This is an optimization exercise on Yosys and OpenROAD, whose aim is small area, not a production implementation.
Function was checked by simulation only, so behaviour that the tests miss may differ from the original.
Power and IR drop assume default switching activity.

[flow/run.sh]
#!/bin/bash
# synth_recipe.tcl (not shown) runs the flow's synth.tcl, then flattens the netlist and writes it again
# the make line also repeats each setting of config.mk as NAME=value (left out here)
make -C /OpenROAD-flow-scripts/flow DESIGN_CONFIG=/design/flow/config.mk WORK_HOME=/design/flow/orfs CLKGATE_MAP_FILE= SYNTH_SCRIPT=/design/flow/synth_recipe.tcl finish
[flow/config.mk]
export PLATFORM = sky130hd
export DESIGN_NAME = TrafficLight
export DESIGN_NICKNAME = TrafficLight
export VERILOG_FILES = /design/flow/design.v
export SDC_FILE = /design/flow/constraint.sdc
export NUM_CORES = 4
export LEC_CHECK = 0
export CAP_MARGIN = 20
export CORE_MARGIN = 2
export CORE_UTILIZATION = 40
export SLEW_MARGIN = 20
[flow/constraint.sdc]
create_clock -name core_clock -period 10.0 [get_ports {clk}]
set_input_delay 2.0000 -clock core_clock [delete_from_list [all_inputs] [get_ports {clk}]]
set_output_delay 2.0000 -clock core_clock [all_outputs]
set_load 0.01 [all_outputs]
[flow/design.v]
module Oneshot_Universal(clk, rst, btn, btn_trig);
parameter WIDTH = 1;
input clk, rst;
input [WIDTH-1:0] btn;
reg [WIDTH-1:0] btn_reg;
output reg [WIDTH-1:0] btn_trig;
always @(negedge rst or posedge clk) begin
    if(!rst) begin
        btn_reg <= {WIDTH{1'b0}};
        btn_trig <= {WIDTH{1'b0}};
    end
    else begin
        btn_reg <= btn;
        btn_trig <= btn & ~btn_reg;
    end
end
endmodule
`timescale 1ns / 1ps
module Watch(rst, clk, timescale, add_hour, day_or_night,
             watch_H_ten, watch_H_one, watch_M_ten, watch_M_one, watch_S_ten, watch_S_one,
             sec_tick, half_sec);
input rst, clk;
input add_hour;               
input [1:0] timescale;
output reg day_or_night;      
output reg [3:0] watch_H_ten, watch_H_one, watch_M_one, watch_S_one;
output reg [2:0] watch_M_ten, watch_S_ten;
output sec_tick;
output reg half_sec;
reg [13:0] it;
reg ticked;
reg dot;
reg hc1, hc2;                 
reg tick, half;
always @* begin
    case (timescale)
    2'd0: begin tick = it >= 14'd10000; half = it >= 14'd5000; end
    2'd1: begin tick = it >= 14'd1000;  half = it >= 14'd500;  end
    2'd2: begin tick = it >= 14'd100;   half = it >= 14'd50;   end
    default: begin tick = it >= 14'd50; half = it >= 14'd25;   end
    endcase
end
wire lo = ticked & (it[13:4] == 10'd0);
wire p1 = lo & (it[3:0] == 4'd1);
assign sec_tick = lo & (it[3:0] == 4'd2);
wire s0  = (watch_S_one == 4'd0);
wire s00 = s0 & (watch_S_ten == 3'd0);
wire m0  = (watch_M_one == 4'd0);
wire p3 = lo & (it[3:0] == 4'd3) & s0;
wire p5 = lo & (it[3:0] == 4'd5) & s00;
wire p7 = lo & (it[3:0] == 4'd7) & s00 & m0;
wire p9 = lo & (it[3:0] == 4'd9) & s00 & m0 & (watch_M_ten == 3'd0);
wire hev = p9 | add_hour;
wire h23 = (watch_H_ten == 4'd2) & (watch_H_one == 4'd3);
wire hwrap = (watch_H_one == 4'd9) | h23;
always @(negedge rst or posedge clk) begin
    if (!rst) begin
        it <= 14'd0;
        ticked <= 1'b0;
        watch_S_one <= 4'd0;
        watch_S_ten <= 3'd0;
        watch_M_one <= 4'd0;
        watch_M_ten <= 3'd0;
        watch_H_one <= 4'd0;
        watch_H_ten <= 4'd0;
        hc1 <= 1'b0;
        hc2 <= 1'b0;
        day_or_night <= 1'b1;
    end else begin
        if (tick) begin
            it <= 14'd0;
            ticked <= 1'b1;
        end else
            it <= it + 14'd1;
        if (p1) watch_S_one <= (watch_S_one == 4'd9) ? 4'd0 : watch_S_one + 4'd1;
        if (p3) watch_S_ten <= (watch_S_ten == 3'd5) ? 3'd0 : watch_S_ten + 3'd1;
        if (p5) watch_M_one <= (watch_M_one == 4'd9) ? 4'd0 : watch_M_one + 4'd1;
        if (p7) watch_M_ten <= (watch_M_ten == 3'd5) ? 3'd0 : watch_M_ten + 3'd1;
        if (hev) watch_H_one <= hwrap ? 4'd0 : watch_H_one + 4'd1;
        hc1 <= hev & hwrap;
        hc2 <= hc1;
        if (hc2) watch_H_ten <= ((watch_H_ten == 4'd2) & ~watch_H_one[0]) ? 4'd0 : watch_H_ten + 4'd1;
        day_or_night <= ~(((watch_H_ten == 4'd0) & (watch_H_one >= 4'd8)) |
                          (watch_H_ten == 4'd1) |
                          ((watch_H_ten == 4'd2) & (watch_H_one <= 4'd2)));
    end
end
always @(posedge clk) begin
    if (tick) dot <= 1'b0;
    else if (half) dot <= 1'b1;
    half_sec <= dot;
end
endmodule
`timescale 1ns / 1ps
module LCD(rst, clk, watch_H_ten, watch_H_one, watch_M_ten, watch_M_one, watch_S_ten, watch_S_one,
           day_or_night, t_state, LCD_RS, LCD_RW, LCD_DATA, in_reset);
input rst, clk, day_or_night;
input [2:0] t_state;
input [3:0] watch_H_ten, watch_H_one, watch_M_one, watch_S_one;
input [2:0] watch_M_ten, watch_S_ten;
output reg LCD_RS, LCD_RW;
output reg [7:0] LCD_DATA;
output in_reset;
localparam DELAY = 3'b000,
           FUNCTION_SET = 3'b001,
           ENTRY_MODE = 3'b010,
           DISP_ONOFF = 3'b011,
           LINE1 = 3'b100,
           LINE2 = 3'b101,
           DELAY_T = 3'b110,
           CLEAR_DISP = 3'b111;
reg [2:0] state;
reg [9:0] cnt;
reg [3:0] cap;
wire end71  = cnt[6] & cnt[2] & cnt[1] & cnt[0];
wire end30  = cnt[4] & cnt[3] & cnt[2] & cnt[1];
wire end25  = cnt[4] & cnt[3] & cnt[0];
wire end800 = cnt[9] & cnt[8] & cnt[5];
wire end15  = cnt[3] & cnt[2] & cnt[1] & cnt[0];
reg done;
reg [2:0] next;
always @* begin
    case (state)
    DELAY:        begin done = end71;  next = FUNCTION_SET; end
    FUNCTION_SET: begin done = end30;  next = DISP_ONOFF; end
    DISP_ONOFF:   begin done = end30;  next = ENTRY_MODE; end
    ENTRY_MODE:   begin done = end30;  next = LINE1; end
    LINE1:        begin done = end25;  next = LINE2; end
    LINE2:        begin done = end25;  next = DELAY_T; end
    DELAY_T:      begin done = end800; next = CLEAR_DISP; end
    default:      begin done = end15;  next = LINE1; end
    endcase
end
always @(posedge clk or negedge rst) begin
    if (!rst) begin
        state <= DELAY;
        cnt <= 10'd0;
    end else if (done) begin
        state <= next;
        cnt <= 10'd0;
    end else
        cnt <= cnt + 10'd1;
end
always @(posedge clk) begin
    if (state[0]) begin
        if (cnt[4:0] == 5'd8) cap <= {1'b0, t_state} + 4'd1;
        else cap <= {3'b000, day_or_night};
    end else begin
        case (cnt[4:0])
        5'd7:  cap <= watch_H_ten;
        5'd8:  cap <= watch_H_one;
        5'd10: cap <= {1'b0, watch_M_ten};
        5'd11: cap <= watch_M_one;
        5'd13: cap <= {1'b0, watch_S_ten};
        default: cap <= watch_S_one;
        endcase
    end
end
assign in_reset = (state == DELAY) & (cnt == 10'd0);
wire n = cap[0];
always @* begin
    case (state)
    DELAY:        {LCD_RS, LCD_RW, LCD_DATA} = in_reset ? 10'b1_1_0000_0000 : 10'b1_1_0010_0000;
    FUNCTION_SET: {LCD_RS, LCD_RW, LCD_DATA} = 10'b0_0_0011_1000;
    DISP_ONOFF:   {LCD_RS, LCD_RW, LCD_DATA} = 10'b0_0_0000_1100;
    ENTRY_MODE:   {LCD_RS, LCD_RW, LCD_DATA} = 10'b0_0_0000_0110;
    LINE1:
        case (cnt[4:0])
        5'd0:  {LCD_RS, LCD_RW, LCD_DATA} = 10'b0_0_1000_0000;
        5'd1:  {LCD_RS, LCD_RW, LCD_DATA} = 10'b1_0_0101_0100;  
        5'd2:  {LCD_RS, LCD_RW, LCD_DATA} = 10'b1_0_0110_1001;  
        5'd3:  {LCD_RS, LCD_RW, LCD_DATA} = 10'b1_0_0110_1101;  
        5'd4:  {LCD_RS, LCD_RW, LCD_DATA} = 10'b1_0_0110_0101;  
        5'd6:  {LCD_RS, LCD_RW, LCD_DATA} = 10'b1_0_0011_1010;  
        5'd8:  {LCD_RS, LCD_RW, LCD_DATA} = (cap[3] & (cap[2] | cap[1])) ? 10'b1_0_0010_0000
                                                                         : {6'b1_0_0011, cap};
        5'd9, 5'd11, 5'd12, 5'd14, 5'd15:
               {LCD_RS, LCD_RW, LCD_DATA} = {6'b1_0_0011, cap};
        5'd10, 5'd13:
               {LCD_RS, LCD_RW, LCD_DATA} = 10'b1_0_0011_1010;  
        default: {LCD_RS, LCD_RW, LCD_DATA} = 10'b1_0_0010_0000;
        endcase
    LINE2:
        case (cnt[4:0])
        5'd0:  {LCD_RS, LCD_RW, LCD_DATA} = 10'b0_0_1100_0000;
        5'd1:  {LCD_RS, LCD_RW, LCD_DATA} = 10'b1_0_0101_0011;  
        5'd2:  {LCD_RS, LCD_RW, LCD_DATA} = 10'b1_0_0111_0100;  
        5'd3:  {LCD_RS, LCD_RW, LCD_DATA} = 10'b1_0_0110_0001;  
        5'd4:  {LCD_RS, LCD_RW, LCD_DATA} = 10'b1_0_0111_0100;  
        5'd5:  {LCD_RS, LCD_RW, LCD_DATA} = 10'b1_0_0110_0101;  
        5'd7:  {LCD_RS, LCD_RW, LCD_DATA} = 10'b1_0_0011_1010;  
        5'd9:  {LCD_RS, LCD_RW, LCD_DATA} = {6'b1_0_0100, cap};  
        5'd10: {LCD_RS, LCD_RW, LCD_DATA} = 10'b1_0_0010_1000;  
        5'd11: {LCD_RS, LCD_RW, LCD_DATA} = n ? 10'b1_0_0100_1110 : 10'b1_0_0100_0100;
        5'd12: {LCD_RS, LCD_RW, LCD_DATA} = n ? 10'b1_0_0110_1001 : 10'b1_0_0110_0001;
        5'd13: {LCD_RS, LCD_RW, LCD_DATA} = n ? 10'b1_0_0110_0111 : 10'b1_0_0111_1001;
        5'd14: {LCD_RS, LCD_RW, LCD_DATA} = n ? 10'b1_0_0110_1000 : 10'b1_0_0010_1001;
        5'd15: {LCD_RS, LCD_RW, LCD_DATA} = n ? 10'b1_0_0111_0100 : 10'b1_0_0010_0000;
        5'd16: {LCD_RS, LCD_RW, LCD_DATA} = n ? 10'b1_0_0010_1001 : 10'b1_0_0010_0000;
        default: {LCD_RS, LCD_RW, LCD_DATA} = 10'b1_0_0010_0000;
        endcase
    DELAY_T:      {LCD_RS, LCD_RW, LCD_DATA} = 10'b0_0_0000_0010;
    default:      {LCD_RS, LCD_RW, LCD_DATA} = 10'b0_0_0000_0001;
    endcase
end
endmodule
module TrafficLight(
rst, clk, timescale, add_hour, emergency, LCD_RS, LCD_RW, LCD_DATA, pedestrian, E_T, W_T, S_T, N_T
    );
input rst, clk;
input add_hour, emergency;
input [1:0] timescale;
output LCD_RS, LCD_RW;
output [7:0] LCD_DATA;
output [3:0] E_T, W_T, S_T, N_T;
output [7:0] pedestrian;
localparam A = 3'd0, B = 3'd1, C = 3'd2, D = 3'd3,
           E = 3'd4, F = 3'd5, G = 3'd6, H = 3'd7;
wire day_or_night;                  
wire add_hour_t, emergency_trigger;
wire [3:0] watch_H_ten, watch_H_one, watch_M_one, watch_S_one;
wire [2:0] watch_M_ten, watch_S_ten;
wire sec_tick, half_sec, in_reset;
reg [2:0] t_state;
reg [2:0] t_state_for_saving_previous;
reg [6:0] time_cnt;
reg [3:0] emergency_cnt;
reg emergency_active;
reg [2:0] l_phase;
reg l_yellow, l_flash;
Oneshot_Universal #(.WIDTH(2)) OU2(clk, rst, {add_hour, emergency}, {add_hour_t, emergency_trigger});
Watch C1(rst, clk, timescale, add_hour_t, day_or_night,
         watch_H_ten, watch_H_one, watch_M_ten, watch_M_one, watch_S_ten, watch_S_one,
         sec_tick, half_sec);
LCD l1(rst, clk, watch_H_ten, watch_H_one, watch_M_ten, watch_M_one, watch_S_ten, watch_S_one,
       day_or_night, t_state, LCD_RS, LCD_RW, LCD_DATA, in_reset);
wire at_0800_2300 = ({watch_H_ten, watch_H_one} == 8'h08 | {watch_H_ten, watch_H_one} == 8'h23) &
                    ({watch_M_ten, watch_M_one, watch_S_ten, watch_S_one} == 14'd0);
wire at_07_22 = ({watch_H_ten, watch_H_one} == 8'h07) | ({watch_H_ten, watch_H_one} == 8'h22);
reg [2:0] night_phase, day_phase;
always @* begin
    if (time_cnt < 10) night_phase = B;
    else if (time_cnt < 20) night_phase = A;
    else if (time_cnt < 30) night_phase = C;
    else if (time_cnt < 40) night_phase = A;
    else if (time_cnt < 50) night_phase = E;
    else night_phase = H;
    if (time_cnt < 5) day_phase = A;
    else if (time_cnt < 10) day_phase = D;
    else if (time_cnt < 15) day_phase = F;
    else if (time_cnt < 20) day_phase = E;
    else if (time_cnt < 25) day_phase = G;
    else day_phase = E;
end
always @(posedge clk or negedge rst) begin
    if (!rst) begin
        time_cnt <= 7'd0;
        emergency_cnt <= 4'd0;
        emergency_active <= 1'b0;
    end else begin
        if (day_or_night & !emergency_active & (time_cnt == 7'd60)) time_cnt <= 7'd0;
        if (!day_or_night & !emergency_active & (time_cnt == 7'd30)) time_cnt <= 7'd0;
        if (sec_tick & !emergency_active) time_cnt <= time_cnt + 7'd1;
        if (at_0800_2300) time_cnt <= 7'd0;
        if (at_07_22 & add_hour_t) time_cnt <= 7'd0;
        if (emergency_trigger & !emergency_active) emergency_active <= 1'b1;
        if (emergency_active & sec_tick) begin
            if (emergency_cnt != 4'd15) emergency_cnt <= emergency_cnt + 4'd1;
            else begin
                emergency_active <= 1'b0;
                emergency_cnt <= 4'd0;
            end
        end
    end
end
always @(posedge clk) begin
    if (day_or_night & !emergency_active) begin
        if (time_cnt < 60) t_state <= night_phase;
        if (time_cnt == 60) t_state <= B;
    end
    if (!day_or_night & !emergency_active) begin
        if (time_cnt < 30) t_state <= day_phase;
        if (time_cnt == 30) t_state <= A;
    end
    if (emergency_trigger & !emergency_active) begin
        t_state_for_saving_previous <= t_state;
        t_state <= A;
    end
    if (emergency_active & sec_tick & (emergency_cnt == 4'd15))
        t_state <= t_state_for_saving_previous;
end
reg [3:0] tn;    
reg [2:0] td;    
always @* begin
    tn = time_cnt % 10;
    td = time_cnt % 5;
end
always @(posedge clk) begin
    if (emergency_active) begin
        if (emergency_cnt != 4'd15) begin
            l_phase <= A;
            l_yellow <= emergency_cnt == 4'd14;
            l_flash <= half_sec & (emergency_cnt >= 4'd8);
        end
    end else if (day_or_night) begin
        if (time_cnt < 60) begin
            l_phase <= night_phase;
            l_yellow <= tn == 4'd9;
            l_flash <= half_sec & (tn >= 4'd6);
        end
    end else begin
        if (time_cnt < 30) begin
            l_phase <= day_phase;
            l_yellow <= td == 3'd4;
            l_flash <= half_sec & (td >= 3'd3);
        end
    end
end
wire pA = l_phase == A, pB = l_phase == B, pC = l_phase == C, pD = l_phase == D,
     pE = l_phase == E, pF = l_phase == F, pG = l_phase == G, pH = l_phase == H;
wire r = in_reset, nr = ~in_reset;
wire y = l_yellow & nr;
wire fl = l_flash;
assign E_T = {(pA | pB) | r, (pB | pD) & nr, y, (pC | pE | pF | pG | pH) & nr};
assign W_T = {(pE | pF | pG) & nr, (pF | pG | pH) & nr, y, (pA | pB | pC | pD) & nr};
assign S_T = {(pA | pC) & nr, (pC | pD) & nr, y, (pB | pE | pF | pG | pH) & nr};
assign N_T = {pE & nr, pH & nr, y, (pA | pB | pC | pD | pF | pG) & nr};
assign pedestrian = {((pE | pF) & ~fl) | r, ~(pE | pF) & nr,
                     (pA | pB) & ~fl & nr, ~(pA | pB) & nr,
                     (pE | pG) & ~fl & nr, ~(pE | pG) & nr,
                     (pA | pC) & ~fl & nr, ~(pA | pC) & nr};
endmodule
==> results of run 1 <==
synth_stat cells, types with 5 or more instances:
cell       n
xor2_1    15
o31ai_1   10
nor2b_1   19
nand3_1   32
or3_1      6
and2_1     7
dfrtp_1   68
o41ai_1    7
a31oi_1    8
clkbuf_1  39
o211ai_1   9
nor4_1     9
edfxtp_1   8
a21o_1    11
nand2b_1  10
o21a_1     8
nand2_1   87
o21ai_0   60
a221oi_1   5
nor2_1    91
xnor2_1   20
nor3_1    33
buf_4      7
a211oi_1  11
mux2i_1    6
mux2_2     5
and3_1    10
a22o_1     5
dfxtp_1    9
ha_1      31
nor3b_1    6
inv_1     36
nand4_1    8
a21oi_1   46
power breakdown:
group	leakage [nW]	internal (W)	switching, W
registers	1.06	0.000424	0.000117
logic	1.86	0.000117	0.000144
clock network	0.152	0.000218	0.000139
routing by layer:
metal	routed length [um]	GRT usage, %	up-vias
met3	1083	4.460	27
met4	304	5.319	0
met2	7120	28.06	221
met5	0	0	-
met1	8075	27.61	2832
li1	-	-	3016
cells by family (layout without fill, tap and decap cells):
kind of cell               count (synthesis)  count (layout)  share of synthesized area, %
DFF                                       86              86                         31.87
and+or+nand+nor                          342             342                         25.28
muxes                                     13              13                         2.135
adders and majority gates                 33              33                         6.052
AOI/OAI and AO/OA                        235             235                         24.19
xor gates and xnor gates                  35              35                         4.548
buffers and inverters                     91              95                         5.921
layout make-up:
cell class              count  area [um^2]  area share [%]
clock buffers              10        229.0           3.059
clock inverters             6        86.33           1.153
inverters                  37        138.9           1.856
multi-input cells         658         4197           56.07
flip-flops and latches     86         2148           28.70
well taps                 220        275.3           3.678
repair buffers             42        410.4           5.483
worst reg2reg max path: cells and delay by family (launching register included):
kind | cells | cell delay [ps]
compound gates | 7 | 2080
fa+ha+maj | 4 | 1330
simple gates | 7 | 1060
flops | 1 | 610
xor+xnor | 1 | 120
buf+inv | 1 | 110
through the flow:
step           cells  area, um^2  util (%)
3_3_place_gp    1043        7166     43.36
3_5_place_dp    1043        7169     43.39
6_report        1059        7485     45.29
2_1_floorplan    835        6740         -
4_1_cts         1059        7485     45.29
5_1_grt         1059        7485     45.29
final timing paths:
path	endpoint	slack, ps	cells past startpoint
max	LCD_DATA[3]	4390	11
min	C1.hc2	350	0
max reg2reg	l_yellow	4440	20
min reg2reg	C1.hc2	350	0
max in group asynchronous	time_cnt[3]	7640	1
min in group asynchronous	l1.cnt[8]	1760	1
==> impl_metrics.yaml, run 1 <==
clock_tree:
  cts_setup_buffers: 0
  total_number_of_h_tree_levels: 3
  ctsResizeCount: 0
  cts.hold.buffers_added: 0
  clock_tree.buffer_depth: 2
  tritoncts_num_sinks: 86
  cts.clk_slew.worst_paths_ps: 70
  clk-insertion-delay-late_ps: 350
  cts-buffers-inserted: 9
  cts_root_buffer: "clkbuf_16"
  cts_tree: "built"
sta:
  setup-tns-final_ps: 0
  setup_repair_after_global_routing_missed_its_margin: "no"
  maxClockFrequency_ghz: 0.1781
  min_period_ps: 5614
  skew_ps: 9.128
  tightest_slew_ps: 888.4
  timing.final.crit_share_pct: 56.14
  final-max-slew-violation-count: 0
  setup_viol: 0
  fin_worst_hold_slack_ps: 349.0
  final_number_of_hold_violating_endpoints: 0
  maxSlewHeadroom_pct: 40.77
  final_critical_path_setup_slack_ps: 4386
synth:
  yosys.area.top_type_share_pct: 25.25
  synth_area_leaders: "dfrtp_1, ha_1, nor2_1"
  postSynthCellCount: 835
  netlist_area_um2: 6740
  postSynth.topFlopCell: "dfrtp_1"
  synthesis.area_per_instance_um2: 8.072
  synth.yosys.warnings: 4
  synth_top_cell_by_area: "dfrtp_1"
  synth.distinct_cells: 88
  synth_enable_flop_cells: 8
  synth_seq_area_share_pct: 31.87
  synthesis.nets: 872
  postSynth.asyncResetShare_pct: 80.23
  yosys_register_bits: 86
setup_path:
  timing.rr.start: "time_cnt[4]"
  timing.setup.critical_path_class: "flip-flop to output port"
  crit_required_ps: 8000
  critical_path.most_common_cell: "a21o_1"
  max_stage_delay_ps: 680
  crit_path_max_fanout: 8
  path_delay_family: "compound AO/OA/AOI/OAI gates"
  crit_slowest_cell: "a211oi_1"
  timing.critical_path.from_type: "flip-flop"
  cp_num_buf_inv: 2
  timing.critical_path.cells: "inv_1 > ha_1 > nand2b_1 > o31a_1 > a21o_1 > a21o_1 > nor3_1 > a211oi_1 > o21ai_0 > nand3_1 > clkdlybuf4s50_1"
  worstSetupStartpoint: "l1.cnt[0]"
  critPathArrivalTime_ps: 3610
  critPathCaptureType: "output port"
placement:
  gp_congestion: 0.9089
  placement.io_buffers: 39
  place_worst_setup_slack_ps: 4517
  dp_hpwl_um: 11830
final_layout:
  insertedDiodeCount: 0
  largestRegisters: "C1.it: 14 flops, l1.cnt: 10 flops, time_cnt: 7 flops"
  nets: 871
  drive_above_1_share_pct: 6.317
  max_flop_register: "C1.it"
  layout.cells.most_common_list: "nor2_1, nand2_1, dfrtp_1"
  largest_reg_flops: 14
  area_growth_pct: 11.05
  num-fill-cells: 1672
  mostFrequentLayoutCell: "nor2_1"
hold_path:
  hp-class: "flip-flop to flip-flop"
  hold_path.startpoint: "C1.hc1"
floorplanning:
  die_h_um: 133.8
  io_pins: 40
  core_region_area_um2: 16520
  die-area_um2: 17910
  floorplan.initialDensity_pct: 40.79
  placementRows: 47
  die_w_um: 133.8
run:
  max_cap_viol_count: 0
routing:
  post_route_wl_um: 16580
  route.detailed.wl_per_inst_um: 15.66
  detailedRoute.firstPassIterationCount: 5
  drtAntennaViolNets: 0
  detailroute.via_count: 6096
  drt_iter0_markers: 753
  avgViaCountPerCell: 5.756
  route.detailed.drc: 0
power_and_ir_drop:
  peakVddDrop_v: 0.0001457
  design_power_total_w: 0.001159
  power_leakage_nw: 3.071
  power_density_nw_per_um2: 154.9
grt:
  grt_max_degree: 70
  antenna_found_initial: 0
  grt.total_usage_pct: 18.94
  first_pass_grt_wire_length_um: 27820
  first_global_vias: 5524
  grt-ovfl-total: 0
outcome:
  run_status: "timing/DRC/antenna clean"
==> run 2: changes to the inputs <==
--- a/flow/design.v
+++ b/flow/design.v
@@ -224,5 +224,6 @@
 reg [2:0] t_state;
 reg [2:0] t_state_for_saving_previous;
-reg [6:0] time_cnt;
+reg [3:0] tq;
+reg [2:0] tr;
 reg [3:0] emergency_cnt;
 reg emergency_active;
@@ -238,48 +239,64 @@
                     ({watch_M_ten, watch_M_one, watch_S_ten, watch_S_one} == 14'd0);
 wire at_07_22 = ({watch_H_ten, watch_H_one} == 8'h07) | ({watch_H_ten, watch_H_one} == 8'h22);
+wire tr0 = ~tr[0] & ~tr[2];         
+wire tr4 = tr[2] & ~tr[1];          
+wire tr_ge1 = tr[0] | tr[2];
+wire tr_ge3 = tr[2];
+wire tc_is60 = tq[3] & tq[2] & tr0;
+wire tc_lt60 = ~(tq[3] & tq[2]);
+wire tc_is30 = tq[2] & tq[1] & ~tq[0] & tr0;
+wire tc_lt30 = ~tq[3] & ~(tq[2] & tq[1]);
 reg [2:0] night_phase, day_phase;
 always @* begin
-    if (time_cnt < 10) night_phase = B;
-    else if (time_cnt < 20) night_phase = A;
-    else if (time_cnt < 30) night_phase = C;
-    else if (time_cnt < 40) night_phase = A;
-    else if (time_cnt < 50) night_phase = E;
-    else night_phase = H;
-    if (time_cnt < 5) day_phase = A;
-    else if (time_cnt < 10) day_phase = D;
-    else if (time_cnt < 15) day_phase = F;
-    else if (time_cnt < 20) day_phase = E;
-    else if (time_cnt < 25) day_phase = G;
-    else day_phase = E;
+    case (tq[3:1])
+    3'd0: night_phase = B;
+    3'd1: night_phase = A;
+    3'd2: night_phase = C;
+    3'd3: night_phase = A;
+    3'd4: night_phase = E;
+    default: night_phase = H;
+    endcase
+    case (tq)
+    4'd0: day_phase = A;
+    4'd1: day_phase = D;
+    4'd2: day_phase = F;
+    4'd3: day_phase = E;
+    4'd4: day_phase = G;
+    default: day_phase = E;
+    endcase
 end
+wire night = day_or_night & !emergency_active;
+wire day = !day_or_night & !emergency_active;
+wire tc_inc = sec_tick & !emergency_active;
+wire tc_clr = (night & tc_is60) | (day & tc_is30) | at_0800_2300 | (at_07_22 & add_hour_t);
 always @(posedge clk or negedge rst) begin
     if (!rst) begin
-        time_cnt <= 7'd0;
+        tq <= 4'd0;
+        tr <= 3'd0;
         emergency_cnt <= 4'd0;
         emergency_active <= 1'b0;
     end else begin
-        if (day_or_night & !emergency_active & (time_cnt == 7'd60)) time_cnt <= 7'd0;
-        if (!day_or_night & !emergency_active & (time_cnt == 7'd30)) time_cnt <= 7'd0;
-        if (sec_tick & !emergency_active) time_cnt <= time_cnt + 7'd1;
-        if (at_0800_2300) time_cnt <= 7'd0;
-        if (at_07_22 & add_hour_t) time_cnt <= 7'd0;
+        if (tc_clr & !(tc_inc & !at_0800_2300 & !(at_07_22 & add_hour_t))) begin
+            tq <= 4'd0;
+            tr <= 3'd0;
+        end else if (tc_inc) begin
+            tr <= {tr[1], tr[0], ~tr[2] & ~tr[1]};
+            if (tr4) tq <= tq + 4'd1;
+        end
         if (emergency_trigger & !emergency_active) emergency_active <= 1'b1;
         if (emergency_active & sec_tick) begin
-            if (emergency_cnt != 4'd15) emergency_cnt <= emergency_cnt + 4'd1;
-            else begin
-                emergency_active <= 1'b0;
-                emergency_cnt <= 4'd0;
-            end
+            emergency_cnt <= emergency_cnt + 4'd1;
+            if (emergency_cnt == 4'd15) emergency_active <= 1'b0;
         end
     end
 end
 always @(posedge clk) begin
-    if (day_or_night & !emergency_active) begin
-        if (time_cnt < 60) t_state <= night_phase;
-        if (time_cnt == 60) t_state <= B;
+    if (night) begin
+        if (tc_lt60) t_state <= night_phase;
+        if (tc_is60) t_state <= B;
     end
-    if (!day_or_night & !emergency_active) begin
-        if (time_cnt < 30) t_state <= day_phase;
-        if (time_cnt == 30) t_state <= A;
+    if (day) begin
+        if (tc_lt30) t_state <= day_phase;
+        if (tc_is30) t_state <= A;
     end
     if (emergency_trigger & !emergency_active) begin
@@ -290,10 +307,4 @@
         t_state <= t_state_for_saving_previous;
 end
-reg [3:0] tn;    
-reg [2:0] td;    
-always @* begin
-    tn = time_cnt % 10;
-    td = time_cnt % 5;
-end
 always @(posedge clk) begin
     if (emergency_active) begin
@@ -301,32 +312,33 @@
             l_phase <= A;
             l_yellow <= emergency_cnt == 4'd14;
-            l_flash <= half_sec & (emergency_cnt >= 4'd8);
+            l_flash <= half_sec & emergency_cnt[3];
         end
     end else if (day_or_night) begin
-        if (time_cnt < 60) begin
+        if (tc_lt60) begin
             l_phase <= night_phase;
-            l_yellow <= tn == 4'd9;
-            l_flash <= half_sec & (tn >= 4'd6);
+            l_yellow <= tq[0] & tr4;
+            l_flash <= half_sec & tq[0] & tr_ge1;
         end
     end else begin
-        if (time_cnt < 30) begin
+        if (tc_lt30) begin
             l_phase <= day_phase;
-            l_yellow <= td == 3'd4;
-            l_flash <= half_sec & (td >= 3'd3);
+            l_yellow <= tr4;
+            l_flash <= half_sec & tr_ge3;
         end
     end
 end
-wire pA = l_phase == A, pB = l_phase == B, pC = l_phase == C, pD = l_phase == D,
-     pE = l_phase == E, pF = l_phase == F, pG = l_phase == G, pH = l_phase == H;
-wire r = in_reset, nr = ~in_reset;
+wire p2 = l_phase[2], p1 = l_phase[1], p0 = l_phase[0];
+wire nr = ~in_reset;
 wire y = l_yellow & nr;
 wire fl = l_flash;
-assign E_T = {(pA | pB) | r, (pB | pD) & nr, y, (pC | pE | pF | pG | pH) & nr};
-assign W_T = {(pE | pF | pG) & nr, (pF | pG | pH) & nr, y, (pA | pB | pC | pD) & nr};
-assign S_T = {(pA | pC) & nr, (pC | pD) & nr, y, (pB | pE | pF | pG | pH) & nr};
-assign N_T = {pE & nr, pH & nr, y, (pA | pB | pC | pD | pF | pG) & nr};
-assign pedestrian = {((pE | pF) & ~fl) | r, ~(pE | pF) & nr,
-                     (pA | pB) & ~fl & nr, ~(pA | pB) & nr,
-                     (pE | pG) & ~fl & nr, ~(pE | pG) & nr,
-                     (pA | pC) & ~fl & nr, ~(pA | pC) & nr};
+wire e_g = ~p2 & ~p1, s_g = ~p2 & ~p0;
+wire ep_w = p2 & ~p1, sp_w = p2 & ~p0;
+assign E_T = {e_g | in_reset, ~p2 & p0 & nr, y, (p2 | (p1 & ~p0)) & nr};
+assign W_T = {p2 & ~(p1 & p0) & nr, p2 & (p1 | p0) & nr, y, ~p2 & nr};
+assign S_T = {s_g & nr, ~p2 & p1 & nr, y, (p2 | (~p1 & p0)) & nr};
+assign N_T = {p2 & ~p1 & ~p0 & nr, p2 & p1 & p0 & nr, y, (~p2 | (p1 ^ p0)) & nr};
+assign pedestrian = {(ep_w & ~fl) | in_reset, ~ep_w & nr,
+                     e_g & ~fl & nr, ~e_g & nr,
+                     sp_w & ~fl & nr, ~sp_w & nr,
+                     s_g & ~fl & nr, ~s_g & nr};
 endmodule
==> flow/flow/run.sh (new file) <==
#!/bin/bash
# Own layout flow: the standard flow with three changes that cut cell area.
#  1. Synthesis is the standard flow's (synth_recipe.tcl) with a stronger area-only ABC
#     script (area.abc) for the combinational logic; flip-flops are mapped
#     before ABC runs, so registers, their names and cells are unchanged.
#  2. Port buffers are buf_1 cells.
#  3. Clock tree built from small clock buffers, without dummy loads.
# Each step's full output goes to a log file in the work folder.
set -euo pipefail
W=$PWD
export MY_ABC_SCRIPT=$W/flow/area.abc
export BUFFER_PORTS_ARGS="-buffer_cell sky130_fd_sc_hd__buf_1"
export CTS_ARGS="-sink_clustering_enable -repair_clock_nets -buf_list {sky130_fd_sc_hd__clkbuf_4 sky130_fd_sc_hd__clkbuf_8} -sink_clustering_size 16 -sink_clustering_max_diameter 50 -dont_use_dummy_load"
sed -e "s#SYNTH_SCRIPT=[^ ]*#SYNTH_SCRIPT=$W/flow/my_synth.tcl #" standard.sh > own_synth.sh
bash own_synth.sh synth > synth.log 2>&1
bash standard.sh > layout.log 2>&1
==> flow/flow/area.abc (new file) <==
strash
&get -n
&deepsyn -T 60
&put
dch -f
map -a
topo
==> flow/flow/my_synth.tcl (new file) <==
proc synth {args} { yosys synth -nofsm -noshare {*}$args }
proc abc {args} {
  set out {}
  set skip 0
  foreach a $args {
    if {$skip} { set skip 0; continue }
    if {$a eq "-script"} { lappend out -script $::env(MY_ABC_SCRIPT); set skip 1; continue }
    lappend out $a
  }
  yosys abc {*}$out
}
source $::env(SCRIPTS_DIR)/synth.tcl
# left out here: clear keep_hierarchy, flatten, clean up, hide names made inside functions, write 1_2_yosys.v
==> flow/standard.sh (new file) <==
#!/bin/bash
# synth_recipe.tcl (not shown) runs the flow's synth.tcl, then flattens the netlist and writes it again
# the make line also repeats each setting of config.mk as NAME=value (left out here)
make -C /OpenROAD-flow-scripts/flow DESIGN_CONFIG=/design/flow/config.mk WORK_HOME=/design/flow/orfs CLKGATE_MAP_FILE= SYNTH_SCRIPT=/design/flow/synth_recipe.tcl "${@:-finish}"
--- a/flow/config.mk
+++ b/flow/config.mk
@@ -6,4 +6,5 @@
 export NUM_CORES = 4
 export LEC_CHECK = 0
+export ABC_AREA = 1
 export CAP_MARGIN = 20
 export CORE_MARGIN = 2
removed: flow/run.sh
==> run 2 against run 1 <==
Net effect: power fell by 43%; hold slack improved by 4.0 ps; critical path depth rose by 1; sequential power fell by 28%; largest cell class unchanged.
==> impl_metrics.yaml, run 2 <==
final_layout:
  num-fill-cells: 1323
  mostFrequentLayoutCell: "clkinv_1"
  max_flop_register: "C1.it"
  drive_above_1_share_pct: 2.687
  nets: 744
  insertedDiodeCount: 0
  area_growth_pct: 9.113
  largest_reg_flops: 14
  largestRegisters: "C1.it: 14 flops, l1.cnt: 10 flops"
  layoutNonFillerInstCount: 879
  layout.cells.most_common_list: "clkinv_1, nor2_1, nand2_1"
floorplanning:
  core_region_area_um2: 12520
  die_h_um: 116.8
  die-area_um2: 13650
  placementRows: 41
  floorplan.initialDensity_pct: 40.69
  io_pins: 40
  die_w_um: 116.8
clock_tree:
  cts_root_buffer: "clkbuf_8"
  tritoncts_num_sinks: 86
  total_number_of_h_tree_levels: 3
  cts_setup_buffers: 0
  ctsResizeCount: 0
  cts.clk_slew.worst_paths_ps: 80
  clk-insertion-delay-late_ps: 370
  cts_tree: "built"
  cts-buffers-inserted: 9
  clock_tree.buffer_depth: 2
  cts.hold.buffers_added: 0
synth:
  synth_enable_flop_cells: 8
  synth_area_leaders: "dfrtp_1, clkinv_1, nor2_1"
  yosys-top-cells-count: "clkinv_1, nor2_1, nand2_1, dfrtp_1, a21oi_1"
  postSynthCellCount: 662
  synthesis.area_per_instance_um2: 7.694
  synthesis.nets: 697
  postSynth.asyncResetShare_pct: 80.23
  synth.distinct_cells: 39
  synth_seq_area_share_pct: 42.18
  synth_most_common_cell: "clkinv_1"
  netlist_area_um2: 5094
  synth_top_cell_by_area: "dfrtp_1"
  yosys.area.top_type_share_pct: 33.41
  yosys_register_bits: 86
  synth.yosys.warnings: 4
  postSynth.topFlopCell: "dfrtp_1"
sta:
  skew_ps: 27.56
  final_number_of_hold_violating_endpoints: 0
  fin_worst_hold_slack_ps: 352.9
  setup_viol: 0
  min_period_ps: 5105
  tightest_slew_ps: 899.7
  maxSlewHeadroom_pct: 40.02
  final_critical_path_setup_slack_ps: 4895
  final-max-slew-violation-count: 0
  timing.final.crit_share_pct: 51.05
  setup-tns-final_ps: 0
  maxClockFrequency_ghz: 0.1959
  setup_repair_after_global_routing_missed_its_margin: "no"
placement:
  placement.io_buffers: 39
  dp_cells: 870
  gp_congestion: 0.9451
  place_worst_setup_slack_ps: 5343
  dp_hpwl_um: 9838
setup_path:
  reg2reg_depth: 16
  critPathCaptureType: "output port"
  timing.setup.critical_path_class: "flip-flop to output port"
  r2r_setup_slack_ps: 6700
  timing.critical_path.from_type: "flip-flop"
  max_stage_delay_ps: 450
  crit_slowest_cell: "dfrtp_1"
  crit_required_ps: 8000
  worstReg2RegEnd: "tq[3]"
  critPathArrivalTime_ps: 3100
  timing.critical_path.cells: "ha_1 > clkinv_1 > nor2_1 > clkinv_1 > nor3_1 > clkinv_1 > nand2_1 > nor3_1 > o2111ai_1 > a21oi_1 > a311oi_1 > buf_1"
  crit_path_max_fanout: 6
  critical_path.most_common_cell: "clkinv_1"
  timing.rr.start: "C1.it[11]"
hold_path:
  worstHoldPathCells: 0
  hold_path.startpoint: "C1.hc1"
  hp-class: "flip-flop to flip-flop"
  hold_path_end: "C1.hc2"
grt:
  grt.total_usage_pct: 19.34
  antenna_found_initial: 0
  grt_max_degree: 70
  first_global_vias: 4283
  grt-ovfl-total: 0
  first_pass_grt_wire_length_um: 20510
routing:
  detailroute.via_count: 4602
  detailedRoute.firstPassIterationCount: 5
  route.detailed.drc: 0
  post_route_wl_um: 12590
  drt_iter0_markers: 263
  avgViaCountPerCell: 5.235
  drtAntennaViolNets: 0
  route.detailed.wl_per_inst_um: 14.32
power_and_ir_drop:
  power_leakage_nw: 2.209
  peakVddDrop_v: 0.00004971
  power_density_nw_per_um2: 118.4
run:
  max_cap_viol_count: 0
outcome:
  run_status: "timing/DRC/antenna clean"
## run 2: cell types whose count changed after synthesis, sizes merged, moves of 17 or more
cell	change
o21ai	-24
clkbuf	-39
nor2b	-20
inv	-37
clkinv	+120
nand2	-18
xnor2	-17
nor2	+27
## run 2: cell families after synthesis
group | share of synthesized area [%]
AO/OA/AOI/OAI | 17.42
XOR/XNOR | 1.892
adder cells (fa/ha/maj) | 7.124
buffers and inverters | 9.433
flip-flops | 42.18
AND/OR/NAND/NOR | 21.96
## run 2: through the flow
stage / cell area [um^2] / power, W / util, %
6_report: 5558 / 0.0006582 / 44.40
5_1_grt: 5558 / 0.0006976 / 44.40
4_1_cts: 5558 / 0.0006711 / 44.40
3_5_place_dp: 5434 / 0.0004734 / 43.41
3_3_place_gp: 5434 / 0.0004726 / 43.41
2_1_floorplan: 5094 / 0.0004432 / -
## run 2: worst max path at each step
| stage | to | start | cells after the start | slack, ps |
|---|---|---|---|---|
| 6_report | LCD_DATA[3] | l1.cnt[0] | 12 | 4900 |
| 3_3_place_gp | LCD_DATA[3] | l1.cnt[0] | 12 | 5370 |
| 4_1_cts | LCD_DATA[3] | l1.cnt[0] | 12 | 4910 |
| 2_1_floorplan | LCD_DATA[4] | l1.cnt[3] | 8 | 5860 |
| 3_5_place_dp | LCD_DATA[3] | l1.cnt[0] | 12 | 5340 |
| 5_1_grt | LCD_DATA[3] | l1.cnt[0] | 12 | 4550 |
## run 2: where the power goes
group / internal [W] / leakage (nW) / switching, W
sequential: 0.000371 / 1.06 / 0.0000213
clock: 0.0000806 / 0.0647 / 0.000113
combinational: 0.0000242 / 1.09 / 0.0000483
## run 2: final cells by class
cell class / count / area [um^2] / area share (%)
Sequential cell: 86 / 2148 / 38.65
Timing Repair Buffer: 40 / 155.1 / 2.792
Multi-Input combinational cell: 452 / 2465 / 44.35
Tap cell: 172 / 215.2 / 3.872
Clock buffer: 9 / 123.9 / 2.229
Inverter: 120 / 450.4 / 8.104
## run 2: per-layer routing
| layer | share of wire, % | up-vias | track usage, % |
|---|---|---|---|
| li1 | - | 2317 | - |
| met1 | 46 | 2127 | 25.16 |
| met2 | 46 | 129 | 31.37 |
| met3 | 4.9 | 29 | 3.296 |
| met4 | 3.2 | 0 | 9.412 |
| met5 | 0 | - | 0 |
## run 2: worst max-delay path: cells and delay by family, from the launching register on
family | cells | cell delay (ps)
simple gates | 4 | 840
compound gates | 3 | 470
fa+ha+maj | 1 | 240
buf+inv | 4 | 760
flops | 1 | 450
==> run 3: changes to the inputs <==
--- a/flow/design.v
+++ b/flow/design.v
@@ -28,27 +28,42 @@
 output sec_tick;
 output reg half_sec;
-reg [13:0] it;
+reg [4:0] d0;
+reg d1, d2, d4;
+reg [2:0] d3, d5;
+reg [1:0] d6;
 reg ticked;
 reg dot;
 reg hc1, hc2;                 
+wire z6 = d6[1] | d6[0];                  
+wire z5 = z6 | d5[0] | d5[2];             
+wire z4 = z5 | d4;                        
+wire z3 = z4 | d3[0] | d3[2];             
+wire z2 = z3 | d2;                        
+wire z1 = z2 | d1;                        
 reg tick, half;
 always @* begin
     case (timescale)
-    2'd0: begin tick = it >= 14'd10000; half = it >= 14'd5000; end
-    2'd1: begin tick = it >= 14'd1000;  half = it >= 14'd500;  end
-    2'd2: begin tick = it >= 14'd100;   half = it >= 14'd50;   end
-    default: begin tick = it >= 14'd50; half = it >= 14'd25;   end
+    2'd0: begin tick = d6[1]; half = z6; end
+    2'd1: begin tick = z5;    half = z4; end
+    2'd2: begin tick = z3;    half = z2; end
+    default: begin tick = z2; half = z1; end
     endcase
 end
-wire lo = ticked & (it[13:4] == 10'd0);
-wire p1 = lo & (it[3:0] == 4'd1);
-assign sec_tick = lo & (it[3:0] == 4'd2);
+wire c0 = d0[4] & d0[3];                  
+wire c1 = c0 & d1;
+wire c2 = c1 & d2;
+wire c3 = c2 & d3[2] & ~d3[1];            
+wire c4 = c3 & d4;
+wire c5 = c4 & d5[2] & ~d5[1];
+wire lo = ticked & ~z1;
+wire p1 = lo & (d0 == 5'd1);
+assign sec_tick = lo & (d0 == 5'd2);
 wire s0  = (watch_S_one == 4'd0);
 wire s00 = s0 & (watch_S_ten == 3'd0);
 wire m0  = (watch_M_one == 4'd0);
-wire p3 = lo & (it[3:0] == 4'd3) & s0;
-wire p5 = lo & (it[3:0] == 4'd5) & s00;
-wire p7 = lo & (it[3:0] == 4'd7) & s00 & m0;
-wire p9 = lo & (it[3:0] == 4'd9) & s00 & m0 & (watch_M_ten == 3'd0);
+wire p3 = lo & (d0 == 5'd3) & s0;
+wire p5 = lo & (d0 == 5'd5) & s00;
+wire p7 = lo & (d0 == 5'd7) & s00 & m0;
+wire p9 = lo & (d0 == 5'd9) & s00 & m0 & (watch_M_ten == 3'd0);
 wire hev = p9 | add_hour;
 wire h23 = (watch_H_ten == 4'd2) & (watch_H_one == 4'd3);
@@ -56,5 +71,5 @@
 always @(negedge rst or posedge clk) begin
     if (!rst) begin
-        it <= 14'd0;
+        d0 <= 5'd0; d1 <= 1'b0; d2 <= 1'b0; d3 <= 3'd0; d4 <= 1'b0; d5 <= 3'd0; d6 <= 2'd0;
         ticked <= 1'b0;
         watch_S_one <= 4'd0;
@@ -69,8 +84,15 @@
     end else begin
         if (tick) begin
-            it <= 14'd0;
+            d0 <= 5'd0; d1 <= 1'b0; d2 <= 1'b0; d3 <= 3'd0; d4 <= 1'b0; d5 <= 3'd0; d6 <= 2'd0;
             ticked <= 1'b1;
-        end else
-            it <= it + 14'd1;
+        end else begin
+            d0 <= c0 ? 5'd0 : d0 + 5'd1;
+            if (c0) d1 <= ~d1;
+            if (c1) d2 <= ~d2;
+            if (c2) d3 <= {d3[1], d3[0], ~d3[2] & ~d3[1]};
+            if (c3) d4 <= ~d4;
+            if (c4) d5 <= {d5[1], d5[0], ~d5[2] & ~d5[1]};
+            if (c5) d6 <= d6 + 2'd1;
+        end
         if (p1) watch_S_one <= (watch_S_one == 4'd9) ? 4'd0 : watch_S_one + 4'd1;
         if (p3) watch_S_ten <= (watch_S_ten == 3'd5) ? 3'd0 : watch_S_ten + 3'd1;
@@ -222,10 +244,10 @@
 wire [2:0] watch_M_ten, watch_S_ten;
 wire sec_tick, half_sec, in_reset;
-reg [2:0] t_state;
-reg [2:0] t_state_for_saving_previous;
+reg [2:0] t_saved;
 reg [3:0] tq;
 reg [2:0] tr;
 reg [3:0] emergency_cnt;
 reg emergency_active;
+wire [2:0] t_state = emergency_active ? A : t_saved;
 reg [2:0] l_phase;
 reg l_yellow, l_flash;
@@ -292,18 +314,13 @@
 end
 always @(posedge clk) begin
-    if (night) begin
-        if (tc_lt60) t_state <= night_phase;
-        if (tc_is60) t_state <= B;
-    end
-    if (day) begin
-        if (tc_lt30) t_state <= day_phase;
-        if (tc_is30) t_state <= A;
-    end
-    if (emergency_trigger & !emergency_active) begin
-        t_state_for_saving_previous <= t_state;
-        t_state <= A;
+    if (!(emergency_trigger | emergency_active)) begin
+        if (day_or_night) begin
+            if (tc_lt60) t_saved <= night_phase;
+            if (tc_is60) t_saved <= B;
+        end else begin
+            if (tc_lt30) t_saved <= day_phase;
+            if (tc_is30) t_saved <= A;
+        end
     end
-    if (emergency_active & sec_tick & (emergency_cnt == 4'd15))
-        t_state <= t_state_for_saving_previous;
 end
 always @(posedge clk) begin
==> flow/flow/run.sh (replaced) <==
#!/bin/bash
# Own layout flow: the standard flow with these changes to cut cell area.
#  1. Synthesis (my_synth.tcl) is synth_recipe.tcl with a stronger area-only
#     ABC script (area.abc) and without adder extraction. Flip-flops are
#     mapped before ABC, so registers, their names and cells are unchanged;
#     this is checked against the standard flow's own synthesis, and if they differ the
#     flow falls back to the standard flow's synthesis.
#  2. Port buffers are buf_1 cells.
#  3. Clock tree built from small clock buffers, without dummy loads.
# Each step's full output goes to a log file in the work folder.
set -euo pipefail
W=$PWD
export MY_ABC_SCRIPT=$W/flow/area.abc
export BUFFER_PORTS_ARGS="-buffer_cell sky130_fd_sc_hd__buf_1"
export CTS_ARGS="-sink_clustering_enable -repair_clock_nets -buf_list {sky130_fd_sc_hd__clkbuf_4 sky130_fd_sc_hd__clkbuf_8} -sink_clustering_size 10 -sink_clustering_max_diameter 30 -dont_use_dummy_load"
RES=orfs/results/${FLOW_PLATFORM}/TrafficLight/base
REF=ref/results/${FLOW_PLATFORM}/TrafficLight/base
flops() { grep -oE "sky130_fd_sc_hd__(df|edf|sdf|dl)[a-z0-9_]+ +[^ ]+" "$1" | sed -E 's/_[0-9]+ / /' | sort; }
# The standard flow's own synthesis, for reference
sed -e "s#WORK_HOME=[^ ]*#WORK_HOME=$W/ref #" standard.sh > ref_synth.sh
bash ref_synth.sh synth > ref_synth.log 2>&1
# own synthesis
sed -e "s#SYNTH_SCRIPT=[^ ]*#SYNTH_SCRIPT=$W/flow/my_synth.tcl #" standard.sh > own_synth.sh
bash own_synth.sh synth > synth.log 2>&1
if ! diff <(flops $REF/1_2_yosys.v) <(flops $RES/1_2_yosys.v) > flops.diff; then
  echo "registers differ from bench's synthesis; using bench's synthesis" | tee -a synth.log
  rm -rf orfs
  bash standard.sh synth > synth_fallback.log 2>&1
fi
bash standard.sh > layout.log 2>&1
==> flow/flow/area.abc (replaced) <==
strash
&get -n
&deepsyn -T 60
&nf -a -R 1000
&put
topo
--- a/flow/flow/my_synth.tcl
+++ b/flow/flow/my_synth.tcl
@@ -1,2 +1,6 @@
+# synth_recipe.tcl with two changes for area:
+#  - abc runs area.abc (MY_ABC_SCRIPT) in place of ORFS's abc script
+#  - full/half adders are not extracted, so abc optimises adder logic too
+# Flip-flops are mapped before abc, so registers and their cells are unchanged.
 proc synth {args} { yosys synth -nofsm -noshare {*}$args }
 proc abc {args} {
@@ -10,4 +14,5 @@
   yosys abc {*}$out
 }
+proc extract_fa {args} { puts "extract_fa skipped" }
 source $::env(SCRIPTS_DIR)/synth.tcl
 # left out here: clear keep_hierarchy, flatten, clean up, hide names made inside functions, write 1_2_yosys.v
==> run 3 against run 2 <==
Net effect: combinational power rose by 140%; non-clock buffer count rose by 1; flip-flop and latch count fell by 1; global-route usage fell by 1.2 points; critical endpoint is now E_T[0].
==> impl_metrics.yaml, run 3 <==
final_layout:
  mostFrequentLayoutCell: "nor2_1"
  largestRegisters: "l1.cnt: 10 flops, C1.d0: 5 flops"
  layout.area.seq_um2: 2138
  num-fill-cells: 1070
  largest_reg_flops: 10
  max_flop_register: "l1.cnt"
  multiInputGateArea_um2: 2155
  drive_above_1_share_pct: 2.453
  nets: 538
  layout.cells.most_common_list: "nor2_1, dfrtp_1, a21oi_1"
  area_growth_pct: 9.866
  insertedDiodeCount: 0
  final_util_pct: 44.74
placement:
  placement.io_buffers: 39
  gp_congestion: 0.8731
  place_worst_setup_slack_ps: 5045
  dp_hpwl_um: 7006
setup_path:
  crit_path_max_fanout: 16
  critPathArrivalTime_ps: 3360
  critPathCaptureType: "output port"
  timing.setup.critical_path_class: "flip-flop to output port"
  timing.critical_path.from_type: "flip-flop"
  r2r_setup_slack_ps: 6540
  crit_required_ps: 8000
power_and_ir_drop:
  peakVddDrop_v: 0.00009441
  power_density_nw_per_um2: 181.3
  power_leakage_nw: 1.963
  design_power_total_w: 0.0008713
grt:
  grt.total_usage_pct: 18.17
  antenna_found_initial: 0
  first_pass_grt_wire_length_um: 17010
  grt_max_degree: 72
  first_global_vias: 3618
  grt-ovfl-total: 0
synth:
  synth.yosys.warnings: 4
  yosys-top-cells-count: "nor2_1, dfrtp_1, a21oi_1, nand2_1, nor3_1"
  netlist_area_um2: 4375
  synth_enable_flop_cells: 8
  synth_top_cell_by_area: "dfrtp_1"
  synth_area_leaders: "dfrtp_1, nor2_1, a21oi_1"
  synthesis.nets: 490
  synthesis.area_per_instance_um2: 9.040
  yosys.area.top_type_share_pct: 40.03
  yosys_register_bits: 85
  synth.distinct_cells: 57
  synth_most_common_cell: "nor2_1"
  postSynth.asyncResetShare_pct: 83.53
  synth_seq_area_share_pct: 48.87
  postSynth.topFlopCell: "dfrtp_1"
  postSynthCellCount: 484
clock_tree:
  ctsResizeCount: 0
  tritoncts_num_sinks: 85
  cts.clk_slew.worst_paths_ps: 90
  cts.hold.buffers_added: 0
  clock_tree.buffer_depth: 2
  total_number_of_h_tree_levels: 3
  cts_setup_buffers: 0
  cts_root_buffer: "clkbuf_8"
  cts-buffers-inserted: 9
  cts_tree: "built"
  clk-insertion-delay-late_ps: 370
sta:
  skew_ps: 25.67
  final-max-slew-violation-count: 0
  maxClockFrequency_ghz: 0.1867
  setup-tns-final_ps: 0
  maxSlewHeadroom_pct: 37.95
  setup_repair_after_global_routing_missed_its_margin: "no"
  setup_viol: 0
  min_period_ps: 5356
  final_number_of_hold_violating_endpoints: 0
  fin_worst_hold_slack_ps: 337.6
  tightest_slew_ps: 930.7
  timing.final.crit_share_pct: 53.56
  final_critical_path_setup_slack_ps: 4644
routing:
  detailedRoute.firstPassIterationCount: 5
  drt_iter0_markers: 269
  avgViaCountPerCell: 5.642
  drtAntennaViolNets: 0
  route.detailed.drc: 0
  route.detailed.wl_per_inst_um: 14.73
  post_route_wl_um: 9866
  detailroute.via_count: 3780
hold_path:
  hp-class: "flip-flop to flip-flop"
run:
  max_cap_viol_count: 0
floorplanning:
  die_h_um: 108.6
  die-area_um2: 11790
  floorplan.initialDensity_pct: 40.72
  placementRows: 38
  die_w_um: 108.6
  io_pins: 40
  core_region_area_um2: 10750
outcome:
  run_status: "timing/DRC/antenna clean"
run 3: changes by cell type in the layout (fill, tap and decap cells not counted), moves of 8 or more:
cell / delta
xnor2_1: +8
and2_0: +8
clkinv_1: -106
and3_1: +15
nand2b_1: +10
o21ai_0: -25
ha_1: -29
nor2_1: -44
nor2b_1: +13
nand2_1: -32
nand3_1: -9
run 3: final timing paths:
check,from,endpoint,depth (start not counted)
max reg2reg,C1.d6[0],tq[3],11
min in group asynchronous,rst,l1.cnt[5],2
max in group asynchronous,rst,l1.state[1],2
min,C1.dot,C1.half_sec,0
min reg2reg,C1.dot,C1.half_sec,0
max,l1.cnt[2],E_T[0],10
run 3: cells by family (layout without fill, tap and decap cells):
kind of cell	Yosys count	count (layout)	synth area share (%)
AO/OA/AOI/OAI	122	122	18.24
AND/OR/NAND/NOR	241	241	27.28
flip-flops	85	85	48.87
multiplexers	3	3	0.7149
XOR/XNOR	15	15	3.002
buffers and inverters	18	64	1.887
run 3: where the power goes:
group	leakage, nW	internal (W)	switching [W]
clock network	0.0647	0.0000806	0.000110
registers	1.06	0.000418	0.0000887
logic	0.839	0.0000800	0.0000935
run 3: worst max-delay path, cell delays in order (launching register included):
cell and delay [ps]:
dfrtp_1 540, nor3_1 570, nand2_1 180, or4_1 570, or3_1 410, nand2b_1 180, clkinv_1 100, nand2_1 120
clkinv_1 80, nor2_1 80, buf_1 150
run 3: through the flow:
| step | instance area, um^2 | std cells |
|---|---|---|
| after floorplan | 4375 | 484 |
| after global placement | 4683 | 661 |
| after detailed placement | 4683 | 661 |
| after CTS | 4807 | 670 |
| after global routing | 4807 | 670 |
| final | 4807 | 670 |
run 3: layer usage:
| layer | wire length [um] | vias to the layer above | part of all wire [%] | global-route usage [%] |
|---|---|---|---|---|
| met5 | 0 | - | 0 | 0 |
| met4 | 184 | 0 | 1.9 | 7.418 |
| met3 | 563 | 18 | 5.7 | 4.822 |
| met2 | 4416 | 111 | 45 | 28.66 |
| met1 | 4701 | 1774 | 48 | 23.71 |
| li1 | - | 1877 | - | - |
run 3: layout make-up:
class,instances,area share (%)
Clock buffer,9,2.577
Inverter,14,1.093
Sequential cell,85,44.48
Timing Repair Buffer,41,3.384
Tap cell,140,3.644
Multi-Input combinational cell,381,44.82
==> run 4: changes to the inputs <==
--- a/flow/design.v
+++ b/flow/design.v
@@ -23,5 +23,5 @@
 input add_hour;               
 input [1:0] timescale;
-output reg day_or_night;      
+output day_or_night;          
 output reg [3:0] watch_H_ten, watch_H_one, watch_M_one, watch_S_one;
 output reg [2:0] watch_M_ten, watch_S_ten;
@@ -29,31 +29,27 @@
 output reg half_sec;
 reg [4:0] d0;
-reg d1, d2, d4;
-reg [2:0] d3, d5;
-reg [1:0] d6;
+reg [8:0] u;
 reg ticked;
+reg is_day;                   
+assign day_or_night = ~is_day;
 reg dot;
 reg hc1, hc2;                 
-wire z6 = d6[1] | d6[0];                  
-wire z5 = z6 | d5[0] | d5[2];             
-wire z4 = z5 | d4;                        
-wire z3 = z4 | d3[0] | d3[2];             
-wire z2 = z3 | d2;                        
-wire z1 = z2 | d1;                        
+wire z1 = |u;                                     
+wire z2 = |u[8:1];                                
+wire z3 = |u[8:2];                                
+wire z4 = |u[8:5] | (u[4] & (u[3] | u[2]));       
+wire z5 = |u[8:6] | (u[5] & (u[4] | u[3]));       
+wire z6 = u[8] | (u[7] & u[6] & (u[5] | u[4] | u[3]));   
+wire z7 = u[8] & u[7] & u[4];                     
 reg tick, half;
 always @* begin
     case (timescale)
-    2'd0: begin tick = d6[1]; half = z6; end
-    2'd1: begin tick = z5;    half = z4; end
-    2'd2: begin tick = z3;    half = z2; end
+    2'd0: begin tick = z7; half = z6; end
+    2'd1: begin tick = z5; half = z4; end
+    2'd2: begin tick = z3; half = z2; end
     default: begin tick = z2; half = z1; end
     endcase
 end
 wire c0 = d0[4] & d0[3];                  
-wire c1 = c0 & d1;
-wire c2 = c1 & d2;
-wire c3 = c2 & d3[2] & ~d3[1];            
-wire c4 = c3 & d4;
-wire c5 = c4 & d5[2] & ~d5[1];
 wire lo = ticked & ~z1;
 wire p1 = lo & (d0 == 5'd1);
@@ -71,5 +67,5 @@
 always @(negedge rst or posedge clk) begin
     if (!rst) begin
-        d0 <= 5'd0; d1 <= 1'b0; d2 <= 1'b0; d3 <= 3'd0; d4 <= 1'b0; d5 <= 3'd0; d6 <= 2'd0;
+        d0 <= 5'd0; u <= 9'd0;
         ticked <= 1'b0;
         watch_S_one <= 4'd0;
@@ -81,17 +77,12 @@
         hc1 <= 1'b0;
         hc2 <= 1'b0;
-        day_or_night <= 1'b1;
+        is_day <= 1'b0;
     end else begin
         if (tick) begin
-            d0 <= 5'd0; d1 <= 1'b0; d2 <= 1'b0; d3 <= 3'd0; d4 <= 1'b0; d5 <= 3'd0; d6 <= 2'd0;
+            d0 <= 5'd0; u <= 9'd0;
             ticked <= 1'b1;
         end else begin
             d0 <= c0 ? 5'd0 : d0 + 5'd1;
-            if (c0) d1 <= ~d1;
-            if (c1) d2 <= ~d2;
-            if (c2) d3 <= {d3[1], d3[0], ~d3[2] & ~d3[1]};
-            if (c3) d4 <= ~d4;
-            if (c4) d5 <= {d5[1], d5[0], ~d5[2] & ~d5[1]};
-            if (c5) d6 <= d6 + 2'd1;
+            if (c0) u <= u + 9'd1;
         end
         if (p1) watch_S_one <= (watch_S_one == 4'd9) ? 4'd0 : watch_S_one + 4'd1;
@@ -103,7 +94,7 @@
         hc2 <= hc1;
         if (hc2) watch_H_ten <= ((watch_H_ten == 4'd2) & ~watch_H_one[0]) ? 4'd0 : watch_H_ten + 4'd1;
-        day_or_night <= ~(((watch_H_ten == 4'd0) & (watch_H_one >= 4'd8)) |
-                          (watch_H_ten == 4'd1) |
-                          ((watch_H_ten == 4'd2) & (watch_H_one <= 4'd2)));
+        is_day <= ((watch_H_ten == 4'd0) & (watch_H_one >= 4'd8)) |
+                  (watch_H_ten == 4'd1) |
+                  ((watch_H_ten == 4'd2) & (watch_H_one <= 4'd2));
     end
 end
@@ -133,11 +124,12 @@
            CLEAR_DISP = 3'b111;
 reg [2:0] state;
-reg [9:0] cnt;
+reg [4:0] lo, hi;
 reg [3:0] cap;
-wire end71  = cnt[6] & cnt[2] & cnt[1] & cnt[0];
-wire end30  = cnt[4] & cnt[3] & cnt[2] & cnt[1];
-wire end25  = cnt[4] & cnt[3] & cnt[0];
-wire end800 = cnt[9] & cnt[8] & cnt[5];
-wire end15  = cnt[3] & cnt[2] & cnt[1] & cnt[0];
+wire [9:0] cnt = {5'd0, lo};
+wire end71  = hi[1] & lo[2] & lo[1] & lo[0];           
+wire end30  = lo[4] & lo[3] & lo[2] & lo[1];
+wire end25  = lo[4] & lo[3] & lo[0];
+wire end800 = (hi == 5'b01001);                       
+wire end15  = lo[3] & lo[2] & lo[1] & lo[0];
 reg done;
 reg [2:0] next;
@@ -157,10 +149,14 @@
     if (!rst) begin
         state <= DELAY;
-        cnt <= 10'd0;
+        lo <= 5'd0;
+        hi <= 5'd0;
     end else if (done) begin
         state <= next;
-        cnt <= 10'd0;
-    end else
-        cnt <= cnt + 10'd1;
+        lo <= 5'd0;
+        hi <= 5'd0;
+    end else begin
+        lo <= lo + 5'd1;
+        if (&lo) hi <= {hi[3:0], ~(hi[4] ^ hi[2])};
+    end
 end
 always @(posedge clk) begin
@@ -179,5 +175,5 @@
     end
 end
-assign in_reset = (state == DELAY) & (cnt == 10'd0);
+assign in_reset = (state == DELAY) & (lo == 5'd0) & (hi == 5'd0);
 wire n = cap[0];
 always @* begin
==> run 4 against run 3 <==
Net effect: via count shrank 0.42%; wire length is 1.3% higher; combinational power decreased by 65%; power decreased by 26%; utilization shrank 0.070 points; sequential power is 21% lower; largest power group unchanged; critical endpoint unchanged; die area decreased by 0.79%.
==> impl_metrics.yaml, run 4 <==
outcome:
  run_status: "timing/DRC/antenna clean"
synth:
  yosys_register_bits: 83
  synth_most_common_cell: "dfrtp_1"
  synthesis.nets: 481
  netlist_area_um2: 4339
  postSynth.asyncResetShare_pct: 83.13
  synth_enable_flop_cells: 8
  synth_area_leaders: "dfrtp_1, edfxtp_1, nor2_1"
  synth.yosys.warnings: 4
  synth_seq_area_share_pct: 48.10
  postSynth.topFlopCell: "dfrtp_1"
  synthesis.area_per_instance_um2: 9.135
  yosys-top-cells-count: "dfrtp_1, nor2_1, a21oi_1, nor3_1, nand2_1"
  synth_top_cell_by_area: "dfrtp_1"
  yosys.area.top_type_share_pct: 39.79
  synth.distinct_cells: 52
  postSynthCellCount: 475
setup_path:
  path_delay_family: "simple AND/OR/NAND/NOR gates"
  cp_num_buf_inv: 4
  critPathCaptureType: "output port"
  crit_path_max_fanout: 22
  crit_required_ps: 8000
  timing.setup.critical_path_class: "flip-flop to output port"
  timing.critical_path.cells: "nor3_1 > nand3_1 > nor4_1 > buf_4 > or2_0 > clkinv_1 > nand2_1 > clkinv_1 > nor2_1 > buf_1"
  crit_slowest_cell: "dfrtp_1"
  critical_path.most_common_cell: "clkinv_1"
  critPathArrivalTime_ps: 2810
  r2r_setup_slack_ps: 7180
  timing.critical_path.from_type: "flip-flop"
  timing.rr.start: "C1.u[6]"
  reg2reg_depth: 10
  worstReg2RegEnd: "tq[3]"
  max_stage_delay_ps: 630
clock_tree:
  cts-buffers-inserted: 9
  total_number_of_h_tree_levels: 3
  cts.hold.buffers_added: 0
  clk-insertion-delay-late_ps: 360
  tritoncts_num_sinks: 83
  cts_setup_buffers: 0
  ctsResizeCount: 0
  clock_tree.buffer_depth: 2
  cts.clk_slew.worst_paths_ps: 80
  cts_tree: "built"
  cts_root_buffer: "clkbuf_8"
floorplanning:
  die-area_um2: 11700
  placementRows: 38
  die_w_um: 108.2
  floorplan.initialDensity_pct: 40.56
  die_h_um: 108.2
  io_pins: 40
  core_region_area_um2: 10700
grt:
  antenna_found_initial: 0
  first_global_vias: 3454
  grt.total_usage_pct: 18.09
  grt_max_degree: 70
  grt-ovfl-total: 0
  first_pass_grt_wire_length_um: 16880
routing:
  drt_iter0_markers: 285
  route.detailed.wl_per_inst_um: 15.10
  avgViaCountPerCell: 5.686
  route.detailed.drc: 0
  detailedRoute.firstPassIterationCount: 5
  detailroute.via_count: 3764
  drtAntennaViolNets: 0
  post_route_wl_um: 9996
power_and_ir_drop:
  power.switching_w: 0.0001756
  clkPwrFrac_pct: 29.0
  share_of_power_burned_in_registers_pct: 61.7
  internal-power_w: 0.0004691
  power_leakage_nw: 1.872
  share_comb_of_total_power_pct: 9.4
  design_power_total_w: 0.0006447
  power_density_nw_per_um2: 134.9
  power.share.switching_pct: 27.24
  peakVddDrop_v: 0.00006198
sta:
  maxClockFrequency_ghz: 0.2081
  min_period_ps: 4806
  tightest_slew_ps: 938.7
  skew_ps: 21.84
  setup_viol: 0
  final_number_of_hold_violating_endpoints: 0
  final-max-slew-violation-count: 0
  maxSlewHeadroom_pct: 36.85
  setup_repair_after_global_routing_missed_its_margin: "no"
  setup-tns-final_ps: 0
  timing.final.crit_share_pct: 48.06
final_layout:
  drive_above_1_share_pct: 2.490
  max_flop_register: "C1.u"
  num-fill-cells: 1069
  layout.cells.most_common_list: "dfrtp_1, nor2_1, a21oi_1"
  mostFrequentLayoutCell: "dfrtp_1"
  insertedDiodeCount: 0
  total_non_filler_cell_area_in_the_finished_layout_um2: 4778
  nets: 530
  area_growth_pct: 10.12
  final_util_pct: 44.67
  largest_reg_flops: 9
hold_path:
  hold_path_end: "C1.half_sec"
  hold_path.startpoint: "C1.dot"
  hp-class: "flip-flop to flip-flop"
  worstHoldPathCells: 0
run:
  max_cap_viol_count: 0
placement:
  detailed_place.area_um2: 4654
  gp_congestion: 0.9087
  placement.io_buffers: 39
  dp_hpwl_um: 7152
[run 4: worst max-delay path by stage]
stage / from / end / slack, ps / depth (start not counted)
after detailed placement: l1.state[0] / E_T[0] / 5650 / 10
final: l1.state[0] / E_T[0] / 5190 / 10
after global placement: l1.lo[1] / LCD_DATA[3] / 5700 / 8
after global routing: l1.state[0] / E_T[0] / 4910 / 10
after CTS: l1.state[0] / E_T[0] / 5240 / 10
after floorplan: l1.state[0] / E_T[0] / 5440 / 8
[run 4: final cells by class]
class	instances	area, um^2	area share, %
Clock buffer	9	123.9	2.592
Tap cell	140	175.2	3.666
Sequential cell	83	2087	43.68
Inverter	14	52.55	1.100
Timing Repair Buffer	42	170.2	3.561
Multi-Input combinational cell	374	2170	45.40
[run 4: cells by family after synthesis]
kind of cell,synth area share (%)
AO/OA/AOI/OAI,19.46
flip-flops,48.10
buffers and inverters,1.903
XOR/XNOR,4.239
multiplexers,0.7209
AND/OR/NAND/NOR,25.58
[run 4: metrics by stage]
step                hold slack [ps]  cells  worst slack (ps)
finish                        349.5    662              5194
global route                  354.7    662              4906
CTS                           347.8    662              5240
detailed placement            337.3    653              5649
global placement              335.6    653              5704
floorplan                     327.7    475              5435
[run 4: worst reg2reg max path, delay by kind of cell, from the launching register on]
family,cells,cell delay [ps]
compound gates,2,180
flops,1,440
simple gates,8,2120
[run 4: power groups by stage]
stage / Sequential (W) / Clock (W) / Combinational [W]
6_report: 0.000398 / 0.000187 / 0.0000603
5_1_grt: 0.000402 / 0.000210 / 0.0000678
3_3_place_gp: 0.000403 / 0 / 0.0000592
3_5_place_dp: 0.000404 / 0 / 0.0000610
2_1_floorplan: 0.000391 / 0 / 0.0000464
4_1_cts: 0.000397 / 0.000195 / 0.0000613
[run 4: metal layers]
metal	wire length [um]	GRT usage, %	up-vias
met5	0	0	-
li1	-	-	1857
met2	4651	28.03	113
met3	503	3.737	17
met1	4640	24.74	1777
met4	201	7.601	0

## separate check: timing with driven ports
In the flow no input, the clock included, has a driving cell. The finished layouts below were timed again as built, in two steps.
Step 1 assumes that a clkbuf_16 drives the clock port and a buf_2 every other input.
Step 2 moves the port delays by t, midway between the first and last clock arrival at a register: inputs arrive t later, outputs are due t later. That takes back most of the time a late clock gives input paths.
Slacks: no drivers / after step 1 / after step 2; pairs: no drivers / after step 1.
| run | shift t [ns] | slack for setup (ns) | worst hold slack (ns) | clock arrival spread, ns | worst slew at a driven data input, ns |
|---|---|---|---|---|---|
| run 1 | 0.380 | 4.386 / 4.348 / 4.439 | 0.349 / 0.349 / 0.349 | 0.009 / 0.009 | 0.03 |
| run 2 | 0.388 | 4.895 / 4.863 / 5.251 | 0.353 / 0.353 / 0.353 | 0.028 / 0.028 | 0.04 |
| run 3 | 0.388 | 4.644 / 4.612 / 5.000 | 0.338 / 0.338 / 0.338 | 0.031 / 0.031 | 0.03 |
| run 4 | 0.376 | 5.194 / 5.162 / 5.538 | 0.350 / 0.350 / 0.350 | 0.022 / 0.022 | 0.04 |
After both steps every run listed still meets setup and hold.
